Context: an optimization exercise on an open-source flow, tuned for small area and a short achievable clock period. The choices shown serve that exercise and are no tape-out recipe.
Function not checked in this run: the RTL went through the layout flow alone.
Power and IR drop assume default switching activity.

`design.v`:
```
module multiplier_logic (
    input  wire        clk,
    input  wire        rst_n,
    input  wire [15:0] a,
    input  wire [15:0] b,
    output reg  [31:0] y
);
  reg r1_a0;
  reg r1_a1;
  reg r1_a2;
  reg r1_a3;
  reg r1_a4;
  reg r1_a5;
  reg r1_a6;
  reg r1_a7;
  reg r1_a8;
  reg r1_a9;
  reg r1_a10;
  reg r1_a11;
  reg r1_a12;
  reg r1_a13;
  reg r1_a14;
  reg r1_a15;
  reg r1_b15;
  reg r1_one1;
  reg r1_two2;
  reg r1_neg3;
  reg r1_one4;
  reg r1_two5;
  reg r1_neg6;
  reg r1_one7;
  reg r1_two8;
  reg r1_neg9;
  reg r1_one10;
  reg r1_two11;
  reg r1_neg12;
  reg r1_one13;
  reg r1_two14;
  reg r1_neg15;
  reg r1_one16;
  reg r1_two17;
  reg r1_neg18;
  reg r1_one19;
  reg r1_two20;
  reg r1_neg21;
  reg r1_one22;
  reg r1_two23;
  reg r1_neg24;
  reg r2_s193;
  reg r2_s195;
  reg r2_s199;
  reg r2_s203;
  reg r2_p63;
  reg r2_s205;
  reg r2_c202;
  reg r2_c204;
  reg r2_c206;
  reg r2_s207;
  reg r2_s209;
  reg r2_s211;
  reg r2_c212;
  reg r2_s215;
  reg r2_c216;
  reg r2_s221;
  reg r2_c220;
  reg r2_s223;
  reg r2_c222;
  reg r2_s225;
  reg r2_s229;
  reg r2_c226;
  reg r2_s231;
  reg r2_s235;
  reg r2_c232;
  reg r2_s237;
  reg r2_c238;
  reg r2_s243;
  reg r2_s245;
  reg r2_s247;
  reg r2_s249;
  reg r2_c244;
  reg r2_c246;
  reg r2_s251;
  reg r2_s255;
  reg r2_s257;
  reg r2_c252;
  reg r2_s259;
  reg r2_s263;
  reg r2_c260;
  reg r2_s265;
  reg r2_s267;
  reg r2_s271;
  reg r2_s273;
  reg r2_c266;
  reg r2_c268;
  reg r2_s275;
  reg r2_s281;
  reg r2_c276;
  reg r2_s283;
  reg r2_s285;
  reg r2_c284;
  reg r2_c286;
  reg r2_s293;
  reg r2_s295;
  reg r2_s299;
  reg r2_c294;
  reg r2_c296;
  reg r2_s301;
  reg r2_s303;
  reg r2_c302;
  reg r2_c304;
  reg r2_s309;
  reg r2_s311;
  reg r2_s313;
  reg r2_s315;
  reg r2_c310;
  reg r2_c312;
  reg r2_s317;
  reg r2_s319;
  reg r2_s321;
  reg r2_c318;
  reg r2_s323;
  reg r2_s327;
  reg r2_c324;
  reg r2_s329;
  reg r2_s333;
  reg r2_c330;
  reg r2_s335;
  reg r2_c334;
  reg r2_s337;
  reg r2_c336;
  reg r2_s339;
  reg r2_s341;
  reg r2_c340;
  reg r2_s343;
  reg r2_c344;
  reg r2_s347;
  reg r2_c348;
  reg r2_s351;
  reg r2_c350;
  reg r2_s353;
  reg r2_c352;
  reg r2_c354;
  reg r2_s355;
  reg r2_s357;
  reg r3_r2_s193;
  reg r3_r2_s195;
  reg r3_r2_s199;
  reg r3_r2_s203;
  reg r3_s361;
  reg r3_s365;
  reg r3_s369;
  reg r3_r2_c212;
  reg r3_r2_s215;
  reg r3_c368;
  reg r3_c370;
  reg r3_r2_c216;
  reg r3_r2_s221;
  reg r3_r2_s225;
  reg r3_s371;
  reg r3_c372;
  reg r3_s373;
  reg r3_c374;
  reg r3_s375;
  reg r3_c376;
  reg r3_s377;
  reg r3_s379;
  reg r3_s381;
  reg r3_c382;
  reg r3_s385;
  reg r3_c386;
  reg r3_s389;
  reg r3_s395;
  reg r3_c394;
  reg r3_s399;
  reg r3_c396;
  reg r3_c400;
  reg r3_s403;
  reg r3_s409;
  reg r3_c408;
  reg r3_s413;
  reg r3_c410;
  reg r3_s419;
  reg r3_c418;
  reg r3_s423;
  reg r3_c420;
  reg r3_s427;
  reg r3_c426;
  reg r3_s429;
  reg r3_c428;
  reg r3_s433;
  reg r3_s437;
  reg r3_s439;
  reg r3_c438;
  reg r3_s441;
  reg r3_s443;
  reg r3_c442;
  reg r3_s445;
  reg r3_r2_s357;
  reg r3_c446;
  wire one1 = b[0] ^ 1'b0;
  wire two2 = (b[1] & ~b[0] & ~1'b0) | (~b[1] & b[0] & 1'b0);
  wire neg3 = b[1];
  wire one4 = b[2] ^ b[1];
  wire two5 = (b[3] & ~b[2] & ~b[1]) | (~b[3] & b[2] & b[1]);
  wire neg6 = b[3];
  wire one7 = b[4] ^ b[3];
  wire two8 = (b[5] & ~b[4] & ~b[3]) | (~b[5] & b[4] & b[3]);
  wire neg9 = b[5];
  wire one10 = b[6] ^ b[5];
  wire two11 = (b[7] & ~b[6] & ~b[5]) | (~b[7] & b[6] & b[5]);
  wire neg12 = b[7];
  wire one13 = b[8] ^ b[7];
  wire two14 = (b[9] & ~b[8] & ~b[7]) | (~b[9] & b[8] & b[7]);
  wire neg15 = b[9];
  wire one16 = b[10] ^ b[9];
  wire two17 = (b[11] & ~b[10] & ~b[9]) | (~b[11] & b[10] & b[9]);
  wire neg18 = b[11];
  wire one19 = b[12] ^ b[11];
  wire two20 = (b[13] & ~b[12] & ~b[11]) | (~b[13] & b[12] & b[11]);
  wire neg21 = b[13];
  wire one22 = b[14] ^ b[13];
  wire two23 = (b[15] & ~b[14] & ~b[13]) | (~b[15] & b[14] & b[13]);
  wire neg24 = b[15];
  wire p25 = ((r1_one1 & r1_a0) | (r1_two2 & 1'b0)) ^ r1_neg3;
  wire p26 = ((r1_one1 & r1_a1) | (r1_two2 & r1_a0)) ^ r1_neg3;
  wire p27 = ((r1_one1 & r1_a2) | (r1_two2 & r1_a1)) ^ r1_neg3;
  wire p28 = ((r1_one1 & r1_a3) | (r1_two2 & r1_a2)) ^ r1_neg3;
  wire p29 = ((r1_one1 & r1_a4) | (r1_two2 & r1_a3)) ^ r1_neg3;
  wire p30 = ((r1_one1 & r1_a5) | (r1_two2 & r1_a4)) ^ r1_neg3;
  wire p31 = ((r1_one1 & r1_a6) | (r1_two2 & r1_a5)) ^ r1_neg3;
  wire p32 = ((r1_one1 & r1_a7) | (r1_two2 & r1_a6)) ^ r1_neg3;
  wire p33 = ((r1_one1 & r1_a8) | (r1_two2 & r1_a7)) ^ r1_neg3;
  wire p34 = ((r1_one1 & r1_a9) | (r1_two2 & r1_a8)) ^ r1_neg3;
  wire p35 = ((r1_one1 & r1_a10) | (r1_two2 & r1_a9)) ^ r1_neg3;
  wire p36 = ((r1_one1 & r1_a11) | (r1_two2 & r1_a10)) ^ r1_neg3;
  wire p37 = ((r1_one1 & r1_a12) | (r1_two2 & r1_a11)) ^ r1_neg3;
  wire p38 = ((r1_one1 & r1_a13) | (r1_two2 & r1_a12)) ^ r1_neg3;
  wire p39 = ((r1_one1 & r1_a14) | (r1_two2 & r1_a13)) ^ r1_neg3;
  wire p40 = ((r1_one1 & r1_a15) | (r1_two2 & r1_a14)) ^ r1_neg3;
  wire p41 = ((r1_one1 & 1'b0) | (r1_two2 & r1_a15)) ^ r1_neg3;
  wire ns42 = ~r1_neg3;
  wire ng43 = r1_neg3;
  wire p44 = ((r1_one4 & r1_a0) | (r1_two5 & 1'b0)) ^ r1_neg6;
  wire p45 = ((r1_one4 & r1_a1) | (r1_two5 & r1_a0)) ^ r1_neg6;
  wire p46 = ((r1_one4 & r1_a2) | (r1_two5 & r1_a1)) ^ r1_neg6;
  wire p47 = ((r1_one4 & r1_a3) | (r1_two5 & r1_a2)) ^ r1_neg6;
  wire p48 = ((r1_one4 & r1_a4) | (r1_two5 & r1_a3)) ^ r1_neg6;
  wire p49 = ((r1_one4 & r1_a5) | (r1_two5 & r1_a4)) ^ r1_neg6;
  wire p50 = ((r1_one4 & r1_a6) | (r1_two5 & r1_a5)) ^ r1_neg6;
  wire p51 = ((r1_one4 & r1_a7) | (r1_two5 & r1_a6)) ^ r1_neg6;
  wire p52 = ((r1_one4 & r1_a8) | (r1_two5 & r1_a7)) ^ r1_neg6;
  wire p53 = ((r1_one4 & r1_a9) | (r1_two5 & r1_a8)) ^ r1_neg6;
  wire p54 = ((r1_one4 & r1_a10) | (r1_two5 & r1_a9)) ^ r1_neg6;
  wire p55 = ((r1_one4 & r1_a11) | (r1_two5 & r1_a10)) ^ r1_neg6;
  wire p56 = ((r1_one4 & r1_a12) | (r1_two5 & r1_a11)) ^ r1_neg6;
  wire p57 = ((r1_one4 & r1_a13) | (r1_two5 & r1_a12)) ^ r1_neg6;
  wire p58 = ((r1_one4 & r1_a14) | (r1_two5 & r1_a13)) ^ r1_neg6;
  wire p59 = ((r1_one4 & r1_a15) | (r1_two5 & r1_a14)) ^ r1_neg6;
  wire p60 = ((r1_one4 & 1'b0) | (r1_two5 & r1_a15)) ^ r1_neg6;
  wire ns61 = ~r1_neg6;
  wire ng62 = r1_neg6;
  wire p63 = ((r1_one7 & r1_a0) | (r1_two8 & 1'b0)) ^ r1_neg9;
  wire p64 = ((r1_one7 & r1_a1) | (r1_two8 & r1_a0)) ^ r1_neg9;
  wire p65 = ((r1_one7 & r1_a2) | (r1_two8 & r1_a1)) ^ r1_neg9;
  wire p66 = ((r1_one7 & r1_a3) | (r1_two8 & r1_a2)) ^ r1_neg9;
  wire p67 = ((r1_one7 & r1_a4) | (r1_two8 & r1_a3)) ^ r1_neg9;
  wire p68 = ((r1_one7 & r1_a5) | (r1_two8 & r1_a4)) ^ r1_neg9;
  wire p69 = ((r1_one7 & r1_a6) | (r1_two8 & r1_a5)) ^ r1_neg9;
  wire p70 = ((r1_one7 & r1_a7) | (r1_two8 & r1_a6)) ^ r1_neg9;
  wire p71 = ((r1_one7 & r1_a8) | (r1_two8 & r1_a7)) ^ r1_neg9;
  wire p72 = ((r1_one7 & r1_a9) | (r1_two8 & r1_a8)) ^ r1_neg9;
  wire p73 = ((r1_one7 & r1_a10) | (r1_two8 & r1_a9)) ^ r1_neg9;
  wire p74 = ((r1_one7 & r1_a11) | (r1_two8 & r1_a10)) ^ r1_neg9;
  wire p75 = ((r1_one7 & r1_a12) | (r1_two8 & r1_a11)) ^ r1_neg9;
  wire p76 = ((r1_one7 & r1_a13) | (r1_two8 & r1_a12)) ^ r1_neg9;
  wire p77 = ((r1_one7 & r1_a14) | (r1_two8 & r1_a13)) ^ r1_neg9;
  wire p78 = ((r1_one7 & r1_a15) | (r1_two8 & r1_a14)) ^ r1_neg9;
  wire p79 = ((r1_one7 & 1'b0) | (r1_two8 & r1_a15)) ^ r1_neg9;
  wire ns80 = ~r1_neg9;
  wire ng81 = r1_neg9;
  wire p82 = ((r1_one10 & r1_a0) | (r1_two11 & 1'b0)) ^ r1_neg12;
  wire p83 = ((r1_one10 & r1_a1) | (r1_two11 & r1_a0)) ^ r1_neg12;
  wire p84 = ((r1_one10 & r1_a2) | (r1_two11 & r1_a1)) ^ r1_neg12;
  wire p85 = ((r1_one10 & r1_a3) | (r1_two11 & r1_a2)) ^ r1_neg12;
  wire p86 = ((r1_one10 & r1_a4) | (r1_two11 & r1_a3)) ^ r1_neg12;
  wire p87 = ((r1_one10 & r1_a5) | (r1_two11 & r1_a4)) ^ r1_neg12;
  wire p88 = ((r1_one10 & r1_a6) | (r1_two11 & r1_a5)) ^ r1_neg12;
  wire p89 = ((r1_one10 & r1_a7) | (r1_two11 & r1_a6)) ^ r1_neg12;
  wire p90 = ((r1_one10 & r1_a8) | (r1_two11 & r1_a7)) ^ r1_neg12;
  wire p91 = ((r1_one10 & r1_a9) | (r1_two11 & r1_a8)) ^ r1_neg12;
  wire p92 = ((r1_one10 & r1_a10) | (r1_two11 & r1_a9)) ^ r1_neg12;
  wire p93 = ((r1_one10 & r1_a11) | (r1_two11 & r1_a10)) ^ r1_neg12;
  wire p94 = ((r1_one10 & r1_a12) | (r1_two11 & r1_a11)) ^ r1_neg12;
  wire p95 = ((r1_one10 & r1_a13) | (r1_two11 & r1_a12)) ^ r1_neg12;
  wire p96 = ((r1_one10 & r1_a14) | (r1_two11 & r1_a13)) ^ r1_neg12;
  wire p97 = ((r1_one10 & r1_a15) | (r1_two11 & r1_a14)) ^ r1_neg12;
  wire p98 = ((r1_one10 & 1'b0) | (r1_two11 & r1_a15)) ^ r1_neg12;
  wire ns99 = ~r1_neg12;
  wire ng100 = r1_neg12;
  wire p101 = ((r1_one13 & r1_a0) | (r1_two14 & 1'b0)) ^ r1_neg15;
  wire p102 = ((r1_one13 & r1_a1) | (r1_two14 & r1_a0)) ^ r1_neg15;
  wire p103 = ((r1_one13 & r1_a2) | (r1_two14 & r1_a1)) ^ r1_neg15;
  wire p104 = ((r1_one13 & r1_a3) | (r1_two14 & r1_a2)) ^ r1_neg15;
  wire p105 = ((r1_one13 & r1_a4) | (r1_two14 & r1_a3)) ^ r1_neg15;
  wire p106 = ((r1_one13 & r1_a5) | (r1_two14 & r1_a4)) ^ r1_neg15;
  wire p107 = ((r1_one13 & r1_a6) | (r1_two14 & r1_a5)) ^ r1_neg15;
  wire p108 = ((r1_one13 & r1_a7) | (r1_two14 & r1_a6)) ^ r1_neg15;
  wire p109 = ((r1_one13 & r1_a8) | (r1_two14 & r1_a7)) ^ r1_neg15;
  wire p110 = ((r1_one13 & r1_a9) | (r1_two14 & r1_a8)) ^ r1_neg15;
  wire p111 = ((r1_one13 & r1_a10) | (r1_two14 & r1_a9)) ^ r1_neg15;
  wire p112 = ((r1_one13 & r1_a11) | (r1_two14 & r1_a10)) ^ r1_neg15;
  wire p113 = ((r1_one13 & r1_a12) | (r1_two14 & r1_a11)) ^ r1_neg15;
  wire p114 = ((r1_one13 & r1_a13) | (r1_two14 & r1_a12)) ^ r1_neg15;
  wire p115 = ((r1_one13 & r1_a14) | (r1_two14 & r1_a13)) ^ r1_neg15;
  wire p116 = ((r1_one13 & r1_a15) | (r1_two14 & r1_a14)) ^ r1_neg15;
  wire p117 = ((r1_one13 & 1'b0) | (r1_two14 & r1_a15)) ^ r1_neg15;
  wire ns118 = ~r1_neg15;
  wire ng119 = r1_neg15;
  wire p120 = ((r1_one16 & r1_a0) | (r1_two17 & 1'b0)) ^ r1_neg18;
  wire p121 = ((r1_one16 & r1_a1) | (r1_two17 & r1_a0)) ^ r1_neg18;
  wire p122 = ((r1_one16 & r1_a2) | (r1_two17 & r1_a1)) ^ r1_neg18;
  wire p123 = ((r1_one16 & r1_a3) | (r1_two17 & r1_a2)) ^ r1_neg18;
  wire p124 = ((r1_one16 & r1_a4) | (r1_two17 & r1_a3)) ^ r1_neg18;
  wire p125 = ((r1_one16 & r1_a5) | (r1_two17 & r1_a4)) ^ r1_neg18;
  wire p126 = ((r1_one16 & r1_a6) | (r1_two17 & r1_a5)) ^ r1_neg18;
  wire p127 = ((r1_one16 & r1_a7) | (r1_two17 & r1_a6)) ^ r1_neg18;
  wire p128 = ((r1_one16 & r1_a8) | (r1_two17 & r1_a7)) ^ r1_neg18;
  wire p129 = ((r1_one16 & r1_a9) | (r1_two17 & r1_a8)) ^ r1_neg18;
  wire p130 = ((r1_one16 & r1_a10) | (r1_two17 & r1_a9)) ^ r1_neg18;
  wire p131 = ((r1_one16 & r1_a11) | (r1_two17 & r1_a10)) ^ r1_neg18;
  wire p132 = ((r1_one16 & r1_a12) | (r1_two17 & r1_a11)) ^ r1_neg18;
  wire p133 = ((r1_one16 & r1_a13) | (r1_two17 & r1_a12)) ^ r1_neg18;
  wire p134 = ((r1_one16 & r1_a14) | (r1_two17 & r1_a13)) ^ r1_neg18;
  wire p135 = ((r1_one16 & r1_a15) | (r1_two17 & r1_a14)) ^ r1_neg18;
  wire p136 = ((r1_one16 & 1'b0) | (r1_two17 & r1_a15)) ^ r1_neg18;
  wire ns137 = ~r1_neg18;
  wire ng138 = r1_neg18;
  wire p139 = ((r1_one19 & r1_a0) | (r1_two20 & 1'b0)) ^ r1_neg21;
  wire p140 = ((r1_one19 & r1_a1) | (r1_two20 & r1_a0)) ^ r1_neg21;
  wire p141 = ((r1_one19 & r1_a2) | (r1_two20 & r1_a1)) ^ r1_neg21;
  wire p142 = ((r1_one19 & r1_a3) | (r1_two20 & r1_a2)) ^ r1_neg21;
  wire p143 = ((r1_one19 & r1_a4) | (r1_two20 & r1_a3)) ^ r1_neg21;
  wire p144 = ((r1_one19 & r1_a5) | (r1_two20 & r1_a4)) ^ r1_neg21;
  wire p145 = ((r1_one19 & r1_a6) | (r1_two20 & r1_a5)) ^ r1_neg21;
  wire p146 = ((r1_one19 & r1_a7) | (r1_two20 & r1_a6)) ^ r1_neg21;
  wire p147 = ((r1_one19 & r1_a8) | (r1_two20 & r1_a7)) ^ r1_neg21;
  wire p148 = ((r1_one19 & r1_a9) | (r1_two20 & r1_a8)) ^ r1_neg21;
  wire p149 = ((r1_one19 & r1_a10) | (r1_two20 & r1_a9)) ^ r1_neg21;
  wire p150 = ((r1_one19 & r1_a11) | (r1_two20 & r1_a10)) ^ r1_neg21;
  wire p151 = ((r1_one19 & r1_a12) | (r1_two20 & r1_a11)) ^ r1_neg21;
  wire p152 = ((r1_one19 & r1_a13) | (r1_two20 & r1_a12)) ^ r1_neg21;
  wire p153 = ((r1_one19 & r1_a14) | (r1_two20 & r1_a13)) ^ r1_neg21;
  wire p154 = ((r1_one19 & r1_a15) | (r1_two20 & r1_a14)) ^ r1_neg21;
  wire p155 = ((r1_one19 & 1'b0) | (r1_two20 & r1_a15)) ^ r1_neg21;
  wire ns156 = ~r1_neg21;
  wire ng157 = r1_neg21;
  wire p158 = ((r1_one22 & r1_a0) | (r1_two23 & 1'b0)) ^ r1_neg24;
  wire p159 = ((r1_one22 & r1_a1) | (r1_two23 & r1_a0)) ^ r1_neg24;
  wire p160 = ((r1_one22 & r1_a2) | (r1_two23 & r1_a1)) ^ r1_neg24;
  wire p161 = ((r1_one22 & r1_a3) | (r1_two23 & r1_a2)) ^ r1_neg24;
  wire p162 = ((r1_one22 & r1_a4) | (r1_two23 & r1_a3)) ^ r1_neg24;
  wire p163 = ((r1_one22 & r1_a5) | (r1_two23 & r1_a4)) ^ r1_neg24;
  wire p164 = ((r1_one22 & r1_a6) | (r1_two23 & r1_a5)) ^ r1_neg24;
  wire p165 = ((r1_one22 & r1_a7) | (r1_two23 & r1_a6)) ^ r1_neg24;
  wire p166 = ((r1_one22 & r1_a8) | (r1_two23 & r1_a7)) ^ r1_neg24;
  wire p167 = ((r1_one22 & r1_a9) | (r1_two23 & r1_a8)) ^ r1_neg24;
  wire p168 = ((r1_one22 & r1_a10) | (r1_two23 & r1_a9)) ^ r1_neg24;
  wire p169 = ((r1_one22 & r1_a11) | (r1_two23 & r1_a10)) ^ r1_neg24;
  wire p170 = ((r1_one22 & r1_a12) | (r1_two23 & r1_a11)) ^ r1_neg24;
  wire p171 = ((r1_one22 & r1_a13) | (r1_two23 & r1_a12)) ^ r1_neg24;
  wire p172 = ((r1_one22 & r1_a14) | (r1_two23 & r1_a13)) ^ r1_neg24;
  wire p173 = ((r1_one22 & r1_a15) | (r1_two23 & r1_a14)) ^ r1_neg24;
  wire p174 = ((r1_one22 & 1'b0) | (r1_two23 & r1_a15)) ^ r1_neg24;
  wire ns175 = ~r1_neg24;
  wire ng176 = r1_neg24;
  wire p177 = r1_a0 & r1_b15;
  wire p178 = r1_a1 & r1_b15;
  wire p179 = r1_a2 & r1_b15;
  wire p180 = r1_a3 & r1_b15;
  wire p181 = r1_a4 & r1_b15;
  wire p182 = r1_a5 & r1_b15;
  wire p183 = r1_a6 & r1_b15;
  wire p184 = r1_a7 & r1_b15;
  wire p185 = r1_a8 & r1_b15;
  wire p186 = r1_a9 & r1_b15;
  wire p187 = r1_a10 & r1_b15;
  wire p188 = r1_a11 & r1_b15;
  wire p189 = r1_a12 & r1_b15;
  wire p190 = r1_a13 & r1_b15;
  wire p191 = r1_a14 & r1_b15;
  wire p192 = r1_a15 & r1_b15;
  wire s193 = ng43 ^ p25;
  wire c194 = ng43 & p25;
  wire s195 = p26 ^ c194;
  wire c196 = p26 & c194;
  wire s197, c198;
  mult_fa u_s197 (.x(p44), .y(ng62), .z(p27), .s(s197), .c(c198));
  wire s199 = c196 ^ s197;
  wire c200 = c196 & s197;
  wire s201, c202;
  mult_fa u_s201 (.x(c198), .y(p28), .z(p45), .s(s201), .c(c202));
  wire s203 = c200 ^ s201;
  wire c204 = c200 & s201;
  wire s205, c206;
  mult_fa u_s205 (.x(p46), .y(ng81), .z(p29), .s(s205), .c(c206));
  wire s207, c208;
  mult_fa u_s207 (.x(p64), .y(p30), .z(p47), .s(s207), .c(c208));
  wire s209, c210;
  mult_fa u_s209 (.x(p48), .y(ng100), .z(p31), .s(s209), .c(c210));
  wire s211, c212;
  mult_fa u_s211 (.x(c208), .y(p65), .z(p82), .s(s211), .c(c212));
  wire s213, c214;
  mult_fa u_s213 (.x(p66), .y(p32), .z(p49), .s(s213), .c(c214));
  wire s215, c216;
  mult_fa u_s215 (.x(s213), .y(p83), .z(c210), .s(s215), .c(c216));
  wire s217, c218;
  mult_fa u_s217 (.x(p33), .y(ng119), .z(p101), .s(s217), .c(c218));
  wire s219, c220;
  mult_fa u_s219 (.x(p84), .y(p50), .z(p67), .s(s219), .c(c220));
  wire s221, c222;
  mult_fa u_s221 (.x(s219), .y(c214), .z(s217), .s(s221), .c(c222));
  wire s223, c224;
  mult_fa u_s223 (.x(p51), .y(p102), .z(p34), .s(s223), .c(c224));
  wire s225, c226;
  mult_fa u_s225 (.x(c218), .y(p68), .z(p85), .s(s225), .c(c226));
  wire s227, c228;
  mult_fa u_s227 (.x(p120), .y(ng138), .z(p103), .s(s227), .c(c228));
  wire s229, c230;
  mult_fa u_s229 (.x(p69), .y(p35), .z(p52), .s(s229), .c(c230));
  wire s231, c232;
  mult_fa u_s231 (.x(s227), .y(p86), .z(c224), .s(s231), .c(c232));
  wire s233, c234;
  mult_fa u_s233 (.x(p36), .y(p104), .z(p121), .s(s233), .c(c234));
  wire s235, c236;
  mult_fa u_s235 (.x(p87), .y(p53), .z(p70), .s(s235), .c(c236));
  wire s237, c238;
  mult_fa u_s237 (.x(s233), .y(c228), .z(c230), .s(s237), .c(c238));
  wire s239, c240;
  mult_fa u_s239 (.x(p122), .y(ng157), .z(p105), .s(s239), .c(c240));
  wire s241, c242;
  mult_fa u_s241 (.x(p54), .y(p139), .z(p37), .s(s241), .c(c242));
  wire s243, c244;
  mult_fa u_s243 (.x(c234), .y(p71), .z(p88), .s(s243), .c(c244));
  wire s245, c246;
  mult_fa u_s245 (.x(s241), .y(c236), .z(s239), .s(s245), .c(c246));
  wire s247, c248;
  mult_fa u_s247 (.x(p140), .y(p106), .z(p123), .s(s247), .c(c248));
  wire s249, c250;
  mult_fa u_s249 (.x(p72), .y(p38), .z(p55), .s(s249), .c(c250));
  wire s251, c252;
  mult_fa u_s251 (.x(c242), .y(p89), .z(c240), .s(s251), .c(c252));
  wire s253, c254;
  mult_fa u_s253 (.x(p124), .y(ng176), .z(p107), .s(s253), .c(c254));
  wire s255, c256;
  mult_fa u_s255 (.x(p39), .y(p141), .z(p158), .s(s255), .c(c256));
  wire s257, c258;
  mult_fa u_s257 (.x(p90), .y(p56), .z(p73), .s(s257), .c(c258));
  wire s259, c260;
  mult_fa u_s259 (.x(s253), .y(c248), .z(c250), .s(s259), .c(c260));
  wire s261, c262;
  mult_fa u_s261 (.x(p142), .y(p108), .z(p125), .s(s261), .c(c262));
  wire s263, c264;
  mult_fa u_s263 (.x(p57), .y(p159), .z(p40), .s(s263), .c(c264));
  wire s265, c266;
  mult_fa u_s265 (.x(c254), .y(p74), .z(p91), .s(s265), .c(c266));
  wire s267, c268;
  mult_fa u_s267 (.x(s261), .y(c256), .z(c258), .s(s267), .c(c268));
  wire s269, c270;
  mult_fa u_s269 (.x(p126), .y(p177), .z(p109), .s(s269), .c(c270));
  wire s271, c272;
  mult_fa u_s271 (.x(p41), .y(p143), .z(p160), .s(s271), .c(c272));
  wire s273, c274;
  mult_fa u_s273 (.x(p92), .y(p58), .z(p75), .s(s273), .c(c274));
  wire s275, c276;
  mult_fa u_s275 (.x(s269), .y(c262), .z(c264), .s(s275), .c(c276));
  wire s277, c278;
  mult_fa u_s277 (.x(p178), .y(1'b1), .z(ns42), .s(s277), .c(c278));
  wire s279, c280;
  mult_fa u_s279 (.x(p144), .y(p110), .z(p127), .s(s279), .c(c280));
  wire s281, c282;
  mult_fa u_s281 (.x(p76), .y(p161), .z(p59), .s(s281), .c(c282));
  wire s283, c284;
  mult_fa u_s283 (.x(c270), .y(p93), .z(s277), .s(s283), .c(c284));
  wire s285, c286;
  mult_fa u_s285 (.x(s279), .y(c272), .z(c274), .s(s285), .c(c286));
  wire s287, c288;
  mult_fa u_s287 (.x(p111), .y(1'b1), .z(p179), .s(s287), .c(c288));
  wire s289, c290;
  mult_fa u_s289 (.x(p162), .y(p128), .z(p145), .s(s289), .c(c290));
  wire s291, c292;
  mult_fa u_s291 (.x(p94), .y(p60), .z(p77), .s(s291), .c(c292));
  wire s293, c294;
  mult_fa u_s293 (.x(c282), .y(c278), .z(c280), .s(s293), .c(c294));
  wire s295, c296;
  mult_fa u_s295 (.x(s291), .y(s287), .z(s289), .s(s295), .c(c296));
  wire s297, c298;
  mult_fa u_s297 (.x(p112), .y(ns61), .z(p180), .s(s297), .c(c298));
  wire s299, c300;
  mult_fa u_s299 (.x(p163), .y(p129), .z(p146), .s(s299), .c(c300));
  wire s301, c302;
  mult_fa u_s301 (.x(c288), .y(p78), .z(p95), .s(s301), .c(c302));
  wire s303, c304;
  mult_fa u_s303 (.x(s297), .y(c290), .z(c292), .s(s303), .c(c304));
  wire s305, c306;
  mult_fa u_s305 (.x(p113), .y(1'b1), .z(p181), .s(s305), .c(c306));
  wire s307, c308;
  mult_fa u_s307 (.x(p164), .y(p130), .z(p147), .s(s307), .c(c308));
  wire s309, c310;
  mult_fa u_s309 (.x(c298), .y(p79), .z(p96), .s(s309), .c(c310));
  wire s311, c312;
  mult_fa u_s311 (.x(s307), .y(c300), .z(s305), .s(s311), .c(c312));
  wire s313, c314;
  mult_fa u_s313 (.x(p114), .y(ns80), .z(p182), .s(s313), .c(c314));
  wire s315, c316;
  mult_fa u_s315 (.x(p165), .y(p131), .z(p148), .s(s315), .c(c316));
  wire s317, c318;
  mult_fa u_s317 (.x(c308), .y(p97), .z(c306), .s(s317), .c(c318));
  wire s319, c320;
  mult_fa u_s319 (.x(p115), .y(1'b1), .z(p183), .s(s319), .c(c320));
  wire s321, c322;
  mult_fa u_s321 (.x(p166), .y(p132), .z(p149), .s(s321), .c(c322));
  wire s323, c324;
  mult_fa u_s323 (.x(c316), .y(p98), .z(c314), .s(s323), .c(c324));
  wire s325, c326;
  mult_fa u_s325 (.x(p116), .y(ns99), .z(p184), .s(s325), .c(c326));
  wire s327, c328;
  mult_fa u_s327 (.x(p167), .y(p133), .z(p150), .s(s327), .c(c328));
  wire s329, c330;
  mult_fa u_s329 (.x(s325), .y(c320), .z(c322), .s(s329), .c(c330));
  wire s331, c332;
  mult_fa u_s331 (.x(p117), .y(1'b1), .z(p185), .s(s331), .c(c332));
  wire s333, c334;
  mult_fa u_s333 (.x(p168), .y(p134), .z(p151), .s(s333), .c(c334));
  wire s335, c336;
  mult_fa u_s335 (.x(s331), .y(c326), .z(c328), .s(s335), .c(c336));
  wire s337, c338;
  mult_fa u_s337 (.x(p135), .y(ns118), .z(p186), .s(s337), .c(c338));
  wire s339, c340;
  mult_fa u_s339 (.x(c332), .y(p152), .z(p169), .s(s339), .c(c340));
  wire s341, c342;
  mult_fa u_s341 (.x(p136), .y(1'b1), .z(p187), .s(s341), .c(c342));
  wire s343, c344;
  mult_fa u_s343 (.x(c338), .y(p153), .z(p170), .s(s343), .c(c344));
  wire s345, c346;
  mult_fa u_s345 (.x(p154), .y(ns137), .z(p188), .s(s345), .c(c346));
  wire s347, c348;
  mult_fa u_s347 (.x(s345), .y(p171), .z(c342), .s(s347), .c(c348));
  wire s349, c350;
  mult_fa u_s349 (.x(p155), .y(1'b1), .z(p189), .s(s349), .c(c350));
  wire s351, c352;
  mult_fa u_s351 (.x(s349), .y(p172), .z(c346), .s(s351), .c(c352));
  wire s353, c354;
  mult_fa u_s353 (.x(p173), .y(ns156), .z(p190), .s(s353), .c(c354));
  wire s355, c356;
  mult_fa u_s355 (.x(p174), .y(1'b1), .z(p191), .s(s355), .c(c356));
  wire s357, c358;
  mult_fa u_s357 (.x(c356), .y(ns175), .z(p192), .s(s357), .c(c358));
  wire s359, c360;
  mult_fa u_s359 (.x(r2_p63), .y(r2_c202), .z(r2_c204), .s(s359), .c(c360));
  wire s361 = r2_s205 ^ s359;
  wire c362 = r2_s205 & s359;
  wire s363, c364;
  mult_fa u_s363 (.x(c360), .y(r2_c206), .z(r2_s207), .s(s363), .c(c364));
  wire s365 = c362 ^ s363;
  wire c366 = c362 & s363;
  wire s367, c368;
  mult_fa u_s367 (.x(c364), .y(r2_s209), .z(r2_s211), .s(s367), .c(c368));
  wire s369 = c366 ^ s367;
  wire c370 = c366 & s367;
  wire s371, c372;
  mult_fa u_s371 (.x(r2_s223), .y(r2_c220), .z(r2_c222), .s(s371), .c(c372));
  wire s373, c374;
  mult_fa u_s373 (.x(r2_s231), .y(r2_c226), .z(r2_s229), .s(s373), .c(c374));
  wire s375, c376;
  mult_fa u_s375 (.x(r2_s237), .y(r2_c232), .z(r2_s235), .s(s375), .c(c376));
  wire s377, c378;
  mult_fa u_s377 (.x(r2_s245), .y(r2_c238), .z(r2_s243), .s(s377), .c(c378));
  wire s379, c380;
  mult_fa u_s379 (.x(r2_s247), .y(r2_c244), .z(r2_c246), .s(s379), .c(c380));
  wire s381, c382;
  mult_fa u_s381 (.x(c378), .y(r2_s249), .z(r2_s251), .s(s381), .c(c382));
  wire s383, c384;
  mult_fa u_s383 (.x(r2_s257), .y(r2_c252), .z(r2_s255), .s(s383), .c(c384));
  wire s385, c386;
  mult_fa u_s385 (.x(s383), .y(r2_s259), .z(c380), .s(s385), .c(c386));
  wire s387, c388;
  mult_fa u_s387 (.x(r2_s265), .y(r2_c260), .z(r2_s263), .s(s387), .c(c388));
  wire s389, c390;
  mult_fa u_s389 (.x(s387), .y(r2_s267), .z(c384), .s(s389), .c(c390));
  wire s391, c392;
  mult_fa u_s391 (.x(r2_s271), .y(r2_c266), .z(r2_c268), .s(s391), .c(c392));
  wire s393, c394;
  mult_fa u_s393 (.x(c388), .y(r2_s273), .z(r2_s275), .s(s393), .c(c394));
  wire s395, c396;
  mult_fa u_s395 (.x(s393), .y(s391), .z(c390), .s(s395), .c(c396));
  wire s397, c398;
  mult_fa u_s397 (.x(r2_s283), .y(r2_c276), .z(r2_s281), .s(s397), .c(c398));
  wire s399, c400;
  mult_fa u_s399 (.x(s397), .y(r2_s285), .z(c392), .s(s399), .c(c400));
  wire s401, c402;
  mult_fa u_s401 (.x(r2_s293), .y(r2_c284), .z(r2_c286), .s(s401), .c(c402));
  wire s403, c404;
  mult_fa u_s403 (.x(s401), .y(r2_s295), .z(c398), .s(s403), .c(c404));
  wire s405, c406;
  mult_fa u_s405 (.x(r2_s299), .y(r2_c294), .z(r2_c296), .s(s405), .c(c406));
  wire s407, c408;
  mult_fa u_s407 (.x(c402), .y(r2_s301), .z(r2_s303), .s(s407), .c(c408));
  wire s409, c410;
  mult_fa u_s409 (.x(s407), .y(s405), .z(c404), .s(s409), .c(c410));
  wire s411, c412;
  mult_fa u_s411 (.x(r2_s309), .y(r2_c302), .z(r2_c304), .s(s411), .c(c412));
  wire s413, c414;
  mult_fa u_s413 (.x(s411), .y(r2_s311), .z(c406), .s(s413), .c(c414));
  wire s415, c416;
  mult_fa u_s415 (.x(r2_s313), .y(r2_c310), .z(r2_c312), .s(s415), .c(c416));
  wire s417, c418;
  mult_fa u_s417 (.x(c412), .y(r2_s315), .z(r2_s317), .s(s417), .c(c418));
  wire s419, c420;
  mult_fa u_s419 (.x(s417), .y(s415), .z(c414), .s(s419), .c(c420));
  wire s421, c422;
  mult_fa u_s421 (.x(r2_s321), .y(r2_c318), .z(r2_s319), .s(s421), .c(c422));
  wire s423, c424;
  mult_fa u_s423 (.x(s421), .y(r2_s323), .z(c416), .s(s423), .c(c424));
  wire s425, c426;
  mult_fa u_s425 (.x(r2_s329), .y(r2_c324), .z(r2_s327), .s(s425), .c(c426));
  wire s427, c428;
  mult_fa u_s427 (.x(c424), .y(c422), .z(s425), .s(s427), .c(c428));
  wire s429, c430;
  mult_fa u_s429 (.x(r2_s335), .y(r2_c330), .z(r2_s333), .s(s429), .c(c430));
  wire s431, c432;
  mult_fa u_s431 (.x(r2_s337), .y(r2_c334), .z(r2_c336), .s(s431), .c(c432));
  wire s433, c434;
  mult_fa u_s433 (.x(s431), .y(r2_s339), .z(c430), .s(s433), .c(c434));
  wire s435, c436;
  mult_fa u_s435 (.x(r2_s343), .y(r2_c340), .z(r2_s341), .s(s435), .c(c436));
  wire s437, c438;
  mult_fa u_s437 (.x(c434), .y(c432), .z(s435), .s(s437), .c(c438));
  wire s439, c440;
  mult_fa u_s439 (.x(c436), .y(r2_c344), .z(r2_s347), .s(s439), .c(c440));
  wire s441, c442;
  mult_fa u_s441 (.x(c440), .y(r2_c348), .z(r2_s351), .s(s441), .c(c442));
  wire s443, c444;
  mult_fa u_s443 (.x(r2_s353), .y(r2_c350), .z(r2_c352), .s(s443), .c(c444));
  wire s445, c446;
  mult_fa u_s445 (.x(c444), .y(r2_c354), .z(r2_s355), .s(s445), .c(c446));
  wire s447, c448;
  mult_fa u_s447 (.x(r3_r2_c212), .y(r3_c368), .z(r3_c370), .s(s447), .c(c448));
  wire s449 = r3_r2_c216 ^ r3_r2_s221;
  wire c450 = r3_r2_c216 & r3_r2_s221;
  wire s451 = r3_r2_s225 ^ r3_s371;
  wire c452 = r3_r2_s225 & r3_s371;
  wire s453 = r3_c372 ^ r3_s373;
  wire c454 = r3_c372 & r3_s373;
  wire s455 = r3_c374 ^ r3_s375;
  wire c456 = r3_c374 & r3_s375;
  wire s457 = r3_c376 ^ r3_s377;
  wire c458 = r3_c376 & r3_s377;
  wire s459 = r3_s379 ^ r3_s381;
  wire c460 = r3_s379 & r3_s381;
  wire s461 = r3_c382 ^ r3_s385;
  wire c462 = r3_c382 & r3_s385;
  wire s463 = r3_c386 ^ r3_s389;
  wire c464 = r3_c386 & r3_s389;
  wire s465, c466;
  mult_fa u_s465 (.x(r3_s399), .y(r3_c394), .z(r3_c396), .s(s465), .c(c466));
  wire s467 = r3_c400 ^ r3_s403;
  wire c468 = r3_c400 & r3_s403;
  wire s469, c470;
  mult_fa u_s469 (.x(r3_s413), .y(r3_c408), .z(r3_c410), .s(s469), .c(c470));
  wire s471, c472;
  mult_fa u_s471 (.x(r3_s423), .y(r3_c418), .z(r3_c420), .s(s471), .c(c472));
  wire s473, c474;
  mult_fa u_s473 (.x(r3_s429), .y(r3_c426), .z(r3_c428), .s(s473), .c(c474));
  wire [31:0] ra = {r3_c446, r3_s445, r3_c442, r3_s441, r3_c438, r3_s437, r3_s433, s473, r3_s427, s471, r3_s419, s469, r3_s409, s467, s465, r3_s395, c462, c460, c458, c456, c454, c452, c450, s449, r3_r2_s215, r3_s369, r3_s365, r3_s361, r3_r2_s203, r3_r2_s199, r3_r2_s195, r3_r2_s193};
  wire [31:0] rb = {r3_r2_s357, 1'b0, r3_s443, 1'b0, r3_s439, 1'b0, c474, 1'b0, c472, 1'b0, c470, 1'b0, c468, c466, 1'b0, c464, s463, s461, s459, s457, s455, s453, s451, c448, s447, 1'b0, 1'b0, 1'b0, 1'b0, 1'b0, 1'b0, 1'b0};
  wire [20:0] plo = ra[19:0] + rb[19:0];
  reg [20:0] r4_plo;
  reg [11:0] r4_ha, r4_hb;
  always @(posedge clk) begin r4_plo <= plo; r4_ha <= ra[31:20]; r4_hb <= rb[31:20]; end
  wire [12:0] phs = {r4_ha, r4_plo[20]} + {r4_hb, r4_plo[20]};
  wire [11:0] phi = phs[12:1];
  wire [31:0] prod = {phi, r4_plo[19:0]};
  always @(posedge clk) begin
    r1_a0 <= a[0];
    r1_a1 <= a[1];
    r1_a2 <= a[2];
    r1_a3 <= a[3];
    r1_a4 <= a[4];
    r1_a5 <= a[5];
    r1_a6 <= a[6];
    r1_a7 <= a[7];
    r1_a8 <= a[8];
    r1_a9 <= a[9];
    r1_a10 <= a[10];
    r1_a11 <= a[11];
    r1_a12 <= a[12];
    r1_a13 <= a[13];
    r1_a14 <= a[14];
    r1_a15 <= a[15];
    r1_b15 <= b[15];
    r1_one1 <= one1;
    r1_two2 <= two2;
    r1_neg3 <= neg3;
    r1_one4 <= one4;
    r1_two5 <= two5;
    r1_neg6 <= neg6;
    r1_one7 <= one7;
    r1_two8 <= two8;
    r1_neg9 <= neg9;
    r1_one10 <= one10;
    r1_two11 <= two11;
    r1_neg12 <= neg12;
    r1_one13 <= one13;
    r1_two14 <= two14;
    r1_neg15 <= neg15;
    r1_one16 <= one16;
    r1_two17 <= two17;
    r1_neg18 <= neg18;
    r1_one19 <= one19;
    r1_two20 <= two20;
    r1_neg21 <= neg21;
    r1_one22 <= one22;
    r1_two23 <= two23;
    r1_neg24 <= neg24;
    r2_s193 <= s193;
    r2_s195 <= s195;
    r2_s199 <= s199;
    r2_s203 <= s203;
    r2_p63 <= p63;
    r2_s205 <= s205;
    r2_c202 <= c202;
    r2_c204 <= c204;
    r2_c206 <= c206;
    r2_s207 <= s207;
    r2_s209 <= s209;
    r2_s211 <= s211;
    r2_c212 <= c212;
    r2_s215 <= s215;
    r2_c216 <= c216;
    r2_s221 <= s221;
    r2_c220 <= c220;
    r2_s223 <= s223;
    r2_c222 <= c222;
    r2_s225 <= s225;
    r2_s229 <= s229;
    r2_c226 <= c226;
    r2_s231 <= s231;
    r2_s235 <= s235;
    r2_c232 <= c232;
    r2_s237 <= s237;
    r2_c238 <= c238;
    r2_s243 <= s243;
    r2_s245 <= s245;
    r2_s247 <= s247;
    r2_s249 <= s249;
    r2_c244 <= c244;
    r2_c246 <= c246;
    r2_s251 <= s251;
    r2_s255 <= s255;
    r2_s257 <= s257;
    r2_c252 <= c252;
    r2_s259 <= s259;
    r2_s263 <= s263;
    r2_c260 <= c260;
    r2_s265 <= s265;
    r2_s267 <= s267;
    r2_s271 <= s271;
    r2_s273 <= s273;
    r2_c266 <= c266;
    r2_c268 <= c268;
    r2_s275 <= s275;
    r2_s281 <= s281;
    r2_c276 <= c276;
    r2_s283 <= s283;
    r2_s285 <= s285;
    r2_c284 <= c284;
    r2_c286 <= c286;
    r2_s293 <= s293;
    r2_s295 <= s295;
    r2_s299 <= s299;
    r2_c294 <= c294;
    r2_c296 <= c296;
    r2_s301 <= s301;
    r2_s303 <= s303;
    r2_c302 <= c302;
    r2_c304 <= c304;
    r2_s309 <= s309;
    r2_s311 <= s311;
    r2_s313 <= s313;
    r2_s315 <= s315;
    r2_c310 <= c310;
    r2_c312 <= c312;
    r2_s317 <= s317;
    r2_s319 <= s319;
    r2_s321 <= s321;
    r2_c318 <= c318;
    r2_s323 <= s323;
    r2_s327 <= s327;
    r2_c324 <= c324;
    r2_s329 <= s329;
    r2_s333 <= s333;
    r2_c330 <= c330;
    r2_s335 <= s335;
    r2_c334 <= c334;
    r2_s337 <= s337;
    r2_c336 <= c336;
    r2_s339 <= s339;
    r2_s341 <= s341;
    r2_c340 <= c340;
    r2_s343 <= s343;
    r2_c344 <= c344;
    r2_s347 <= s347;
    r2_c348 <= c348;
    r2_s351 <= s351;
    r2_c350 <= c350;
    r2_s353 <= s353;
    r2_c352 <= c352;
    r2_c354 <= c354;
    r2_s355 <= s355;
    r2_s357 <= s357;
    r3_r2_s193 <= r2_s193;
    r3_r2_s195 <= r2_s195;
    r3_r2_s199 <= r2_s199;
    r3_r2_s203 <= r2_s203;
    r3_s361 <= s361;
    r3_s365 <= s365;
    r3_s369 <= s369;
    r3_r2_c212 <= r2_c212;
    r3_r2_s215 <= r2_s215;
    r3_c368 <= c368;
    r3_c370 <= c370;
    r3_r2_c216 <= r2_c216;
    r3_r2_s221 <= r2_s221;
    r3_r2_s225 <= r2_s225;
    r3_s371 <= s371;
    r3_c372 <= c372;
    r3_s373 <= s373;
    r3_c374 <= c374;
    r3_s375 <= s375;
    r3_c376 <= c376;
    r3_s377 <= s377;
    r3_s379 <= s379;
    r3_s381 <= s381;
    r3_c382 <= c382;
    r3_s385 <= s385;
    r3_c386 <= c386;
    r3_s389 <= s389;
    r3_s395 <= s395;
    r3_c394 <= c394;
    r3_s399 <= s399;
    r3_c396 <= c396;
    r3_c400 <= c400;
    r3_s403 <= s403;
    r3_s409 <= s409;
    r3_c408 <= c408;
    r3_s413 <= s413;
    r3_c410 <= c410;
    r3_s419 <= s419;
    r3_c418 <= c418;
    r3_s423 <= s423;
    r3_c420 <= c420;
    r3_s427 <= s427;
    r3_c426 <= c426;
    r3_s429 <= s429;
    r3_c428 <= c428;
    r3_s433 <= s433;
    r3_s437 <= s437;
    r3_s439 <= s439;
    r3_c438 <= c438;
    r3_s441 <= s441;
    r3_s443 <= s443;
    r3_c442 <= c442;
    r3_s445 <= s445;
    r3_r2_s357 <= r2_s357;
    r3_c446 <= c446;
  end
  reg [3:0] v;
  always @(posedge clk) begin
    if (!rst_n) begin
      v <= 4'd0;
      y <= 32'd0;
    end else begin
      v <= {v[2:0], 1'b1};
      y <= v[3] ? prod : 32'd0;
    end
  end
endmodule
module mult_fa (input wire x, input wire y, input wire z, output wire s, output wire c);
  assign s = x ^ y ^ z;
  assign c = (x & y) | (x & z) | (y & z);
endmodule
```
`flow/run.sh`:
```
#!/bin/bash
# Layout: the standard flow (standard.sh) with two changes to how it is
# built, none to what is built or measured:
#  - the port buffers that global placement inserts are plain buf_1 cells
#    (repair_timing still resizes any that timing needs);
#  - clock tree synthesis runs with the settings of config.mk
#    (CTS_CLUSTER_SIZE 50, CTS_CLUSTER_DIAMETER 60) but inserts no dummy
#    load cells.
# All tool output goes to standard_flow.log here; ORFS's per-step logs stay
# under orfs/logs/.
set -euo pipefail
export BUFFER_PORTS_ARGS="-buffer_cell sky130_fd_sc_hd__buf_1"
export CTS_ARGS="-sink_clustering_enable -repair_clock_nets -sink_clustering_size 50 -sink_clustering_max_diameter 60 -dont_use_dummy_load"
bash standard.sh > standard_flow.log 2>&1
```
`standard.sh`:
```
#!/bin/bash
# synth_recipe.tcl (not shown) runs the flow's synth.tcl, then flattens the netlist and writes it again
# the make line also repeats each setting of config.mk as NAME=value (left out here)
make -C /OpenROAD-flow-scripts/flow DESIGN_CONFIG=/design/flow/config.mk WORK_HOME=/design/flow/orfs CLKGATE_MAP_FILE= SYNTH_SCRIPT=/design/flow/synth_recipe.tcl "${@:-finish}"
```
`config.mk`:
```
export PLATFORM = sky130hd
export DESIGN_NAME = multiplier_logic
export DESIGN_NICKNAME = multiplier_logic
export VERILOG_FILES = /design/flow/design.v
export SDC_FILE = /design/flow/constraint.sdc
export NUM_CORES = 4
export LEC_CHECK = 0
export CAP_MARGIN = 10
export CORE_MARGIN = 2
export CORE_UTILIZATION = 40
export CTS_CLUSTER_DIAMETER = 60
export CTS_CLUSTER_SIZE = 50
export PLACE_DENSITY = 0.7
export SETUP_SLACK_MARGIN = 2.5
export SLEW_MARGIN = 10
export SYNTH_HIERARCHICAL = 1
export SYNTH_MINIMUM_KEEP_SIZE = 0
```
`constraint.sdc`:
```
create_clock -name core_clock -period 4.5 [get_ports {clk}]
set_input_delay 0.9000 -clock core_clock [delete_from_list [all_inputs] [get_ports {clk}]]
set_output_delay 0.9000 -clock core_clock [all_outputs]
set_load 0.01 [all_outputs]
```
==> run_results.csv <==
group,metric,value,unit
setup_path,crit-reg2reg-launch,"r3_c368",
synth,synth-edff-count,0,
layout,antenna_cells,0,
setup_path,cp-start-kind,"register",
timing,max_freq,450,MHz
setup_path,end_kind,"register",
synth,syn-cell-area,11900,sq um
timing,drv_slew,0,
floorplanning,core,29500,sq um
timing,post-route-min-period,2.22,ns
timing,setup_violations,0,
synth,synth_top_area_cell,"dfxtp_1",
drt,met1Wirelength,11600,microns
timing,relSlewSlack,0.630,
timing,fin_tns_setup,0,ns
drt,viasPerCell,4.97,
synth,synth_top_flop_cell,"dfxtp_1",
clock_tree,cts_tree,"yes",
global_route,grt_antenna_before_repair,0,
synth,avgSynthCellArea,12.3,sq um
drt,wl_per_cell,17.6,microns
drt,route.detailed.drc,0,
outcome,status,"complete, no violations",
drt,antenna_left,0,
synth,async_flop_share,0,
setup_path,ff2ff_path_depth,8,
hold_path,hold_path_startpoint,"r2_c212",
layout,mostFrequentLayoutCells,"227 x dfxtp_1, 144 x xnor2_1, 117 x fa_1",
clock_tree,cts-root-buf,"clkbuf_16",
drt,wl_met3,1820,microns
setup_path,r2r_end,"r4_plo[17]",
place,port_buffers,65,
place,gp_congestion,0.864,
floorplanning,rows,63,
clock_tree,clock_latency,0.52,ns
drt,drtIter0Drc,521,
synth,synth_top_area_share,0.447,
timing,finalCritPeriodShare,0.494,
drt,wl_met2,11400,microns
timing,skew,0.0588,ns
flow_run,max_cap_violations,0,
clock_tree,clkSlewWorstSetupHoldPaths,0.11,ns
setup_path,crit_arrival,2.59,ns
timing,hold_viol_final,0,
synth,yosysUniqueCellTypes,41,
drt,num_vias,7110,
global_route,grt_max_degree,37,
synth,ys_seq_elements,266,
drt,top_layer_used,"met4",
setup_path,rrSetupSlack,2.28,ns
floorplanning,die-area,31200,sq um
layout,layout-drive-gt1-share,0.163,
setup_path,path_max_fanout,3,
clock_tree,numCtsBuffers,19,
synth,yosys-top-cells-area,"dfxtp_1 45%, fa_1 21%, xnor2_1 11%",
pwr,powerDensity,608,nW/um^2
layout,syn2layout_area_growth,14.9,%
floorplanning,die_w,177,microns
hold_path,whs_path_depth,0,
hold_path,min_path_type,"register to register",
place,hpwlAfterDp,16600,microns
timing,worst_pin_slew,0.555,ns
clock_tree,clock_path_buffers,3,
layout,fin_nets,1236,
clock_tree,cts_max_level,1,
layout,layout_commonest_cell,"dfxtp_1",
floorplanning,die_h,177,microns
synth,syn_inst,968,
hold_path,whs_endpoint,"r3_r2_c212",
setup_path,crit_required,4.86,ns
global_route,grt_pass1_wl,38300,microns
synth,yosys_warnings,7,
setup_path,critical_path_class,"register to register",
clock_tree,clock-sinks,266,
pwr,ir_drop,260,uV
drt,wl,25200,microns
layout,post-route-util,0.464,
pwr,leakagePower,5.29,nW
synth,ys_seq_area_frac,0.447,
timing,rsz0062_at_grt,"yes",
floorplanning,initial_utilization,0.404,
drt,first_pass_iters,6,
floorplanning,io_pins,66,
global_route,overflow,0,
global_route,track_usage,0.157,
global_route,first_global_vias,6911,
## where the power goes
| group | total [mW] | switching [mW] | leakage, nW | internal [mW] |
|---|---|---|---|---|
| clock | 1.48 | 0.733 | 0.234 | 0.748 |
| combinational | 3.14 | 1.59 | 2.81 | 1.55 |
| sequential | 3.70 | 0.474 | 2.24 | 3.22 |
| total | 8.32 | 2.80 | 5.29 | 5.52 |
## modules after synthesis, one instance, submodules excluded
module            copies in the design  flops+latches  area, sq um  cells inside
mult_fa                            125              0         20.0             1
multiplier_logic                     1            266         9410           843
## critical path, stage by stage, from the launching register on
cell	delay [ns]
dfxtp_2	0.34
fa_2	0.48
ha_4	0.18
fa_2	0.35
a211oi_2	0.22
o21ai_2	0.10
nor2_2	0.15
o31ai_1	0.10
xor2_1	0.15
## per-stage QoR
stage               area (sq um)  hold WS [ns]  setup slack, ns  total power [mW]  cells
detailed placement         12400         0.312             1.89              6.70   1347
finish                     13700         0.304             2.28              8.32   1431
global route               13700         0.307             2.19              9.04   1431
global placement           12400         0.312             1.86              6.59   1347
floorplan                  12100         0.310             2.36              5.93    975
CTS                        13000         0.303             2.23              8.31   1369
## layout make-up
cell class                      count  area [sq um]
Fill cell                        2711         15800
Multi-Input combinational cell    612          6380
Sequential cell                   266          5470
Timing Repair Buffer              136           853
Tap cell                          390           488
Clock buffer                       19           475
Inverter                            8          30.0
## registers in the layout, summed over array words and instances, names as in the netlist, 4 cells and up
register	count
r4_ha	12
r4_plo	21
v	4
y	32
r4_hb	6
## repair_timing
item,4_1_cts,5_1_grt
pin swaps,7,23
setup buffers,3,62
resized for setup,75,40
hold buffers,0,0
setup endpoints to repair,81,30
cloned,0,0
## routing by layer
layer  global-route usage  up-vias
li1                     -     3344
met1                0.225     3477
met2                0.245      255
met3               0.0340       34
met4               0.0320        0
met5                    0        -
## how the worst max path moves through the flow
stage / startpoint / endpoint / slack (ns) / cells after the start
global route: r3_c368 / r4_plo[17] / 2.19 / 8
finish: r3_c368 / r4_plo[17] / 2.28 / 8
detailed placement: r1_neg6 / r2_s203 / 1.89 / 4
CTS: r3_c368 / r4_plo[17] / 2.23 / 8
floorplan: r3_c368 / r4_plo[17] / 2.36 / 8
global placement: r1_neg6 / r2_s203 / 1.86 / 4
## cell usage after synthesis, types with 2 or more instances
library cell and count:
dfxtp_1 266, xnor2_1 147, fa_1 126, a22oi_1 120, clkbuf_1 71, ha_1 33
nand2_1 26, and3_1 21, and2_1 20, nor2_1 17, xor2_1 16, buf_2 15
a21oi_1 14, o21ai_0 13, inv_1 8, a31oi_1 6, nand2b_1 6, nand3b_1 6
nor2b_1 6, nand3_1 5, a21o_1 3, a31o_2 3, nand4_1 2
## cell families (layout without fill, tap and decap cells)
| logic type | count (synthesis) | after routing | synth area share |
|---|---|---|---|
| DFF | 266 | 266 | 0.447 |
| AOI/OAI and AO/OA | 169 | 169 | 0.102 |
| xor gates and xnor gates | 163 | 163 | 0.120 |
| adders and majority gates | 159 | 159 | 0.246 |
| and+or+nand+nor | 113 | 113 | 0.0509 |
| buffers and inverters | 97 | 163 | 0.0334 |
| other | 1 | 8 | 0.000315 |

-- port drivers added, routing unchanged --
The results above use ideal ports. As a check the final layout listed here was re-extracted and re-timed, cells and wires unchanged.
Step 1 (the two cells are an assumption about what drives the block):
set clk [get_ports {clk}]
set_driving_cell -lib_cell sky130_fd_sc_hd__clkbuf_16 $clk
set_driving_cell -lib_cell sky130_fd_sc_hd__buf_2 [delete_from_list [all_inputs] $clk]
Step 2, shift: input delay + t, output delay - t, t = (earliest + latest rising clock arrival at the registers) / 2. This alone moves slack from input paths to output paths.
a / b / c = no drivers / after step 1 / after step 2; a / b = the first two.
shift t [ns]: 0.540
setup WS [ns]: 2.276 / 2.276 / 2.241
hold slack, ns: 0.304 / 0.304 / 0.304
worst data-port slew with drivers (ns): 0.04
pins driven straight from the clock port: 1
After both steps this run still meets setup and hold. For this run, drivers alone change the setup slack by 0.000 ns; drivers and shift together by -0.035 ns.
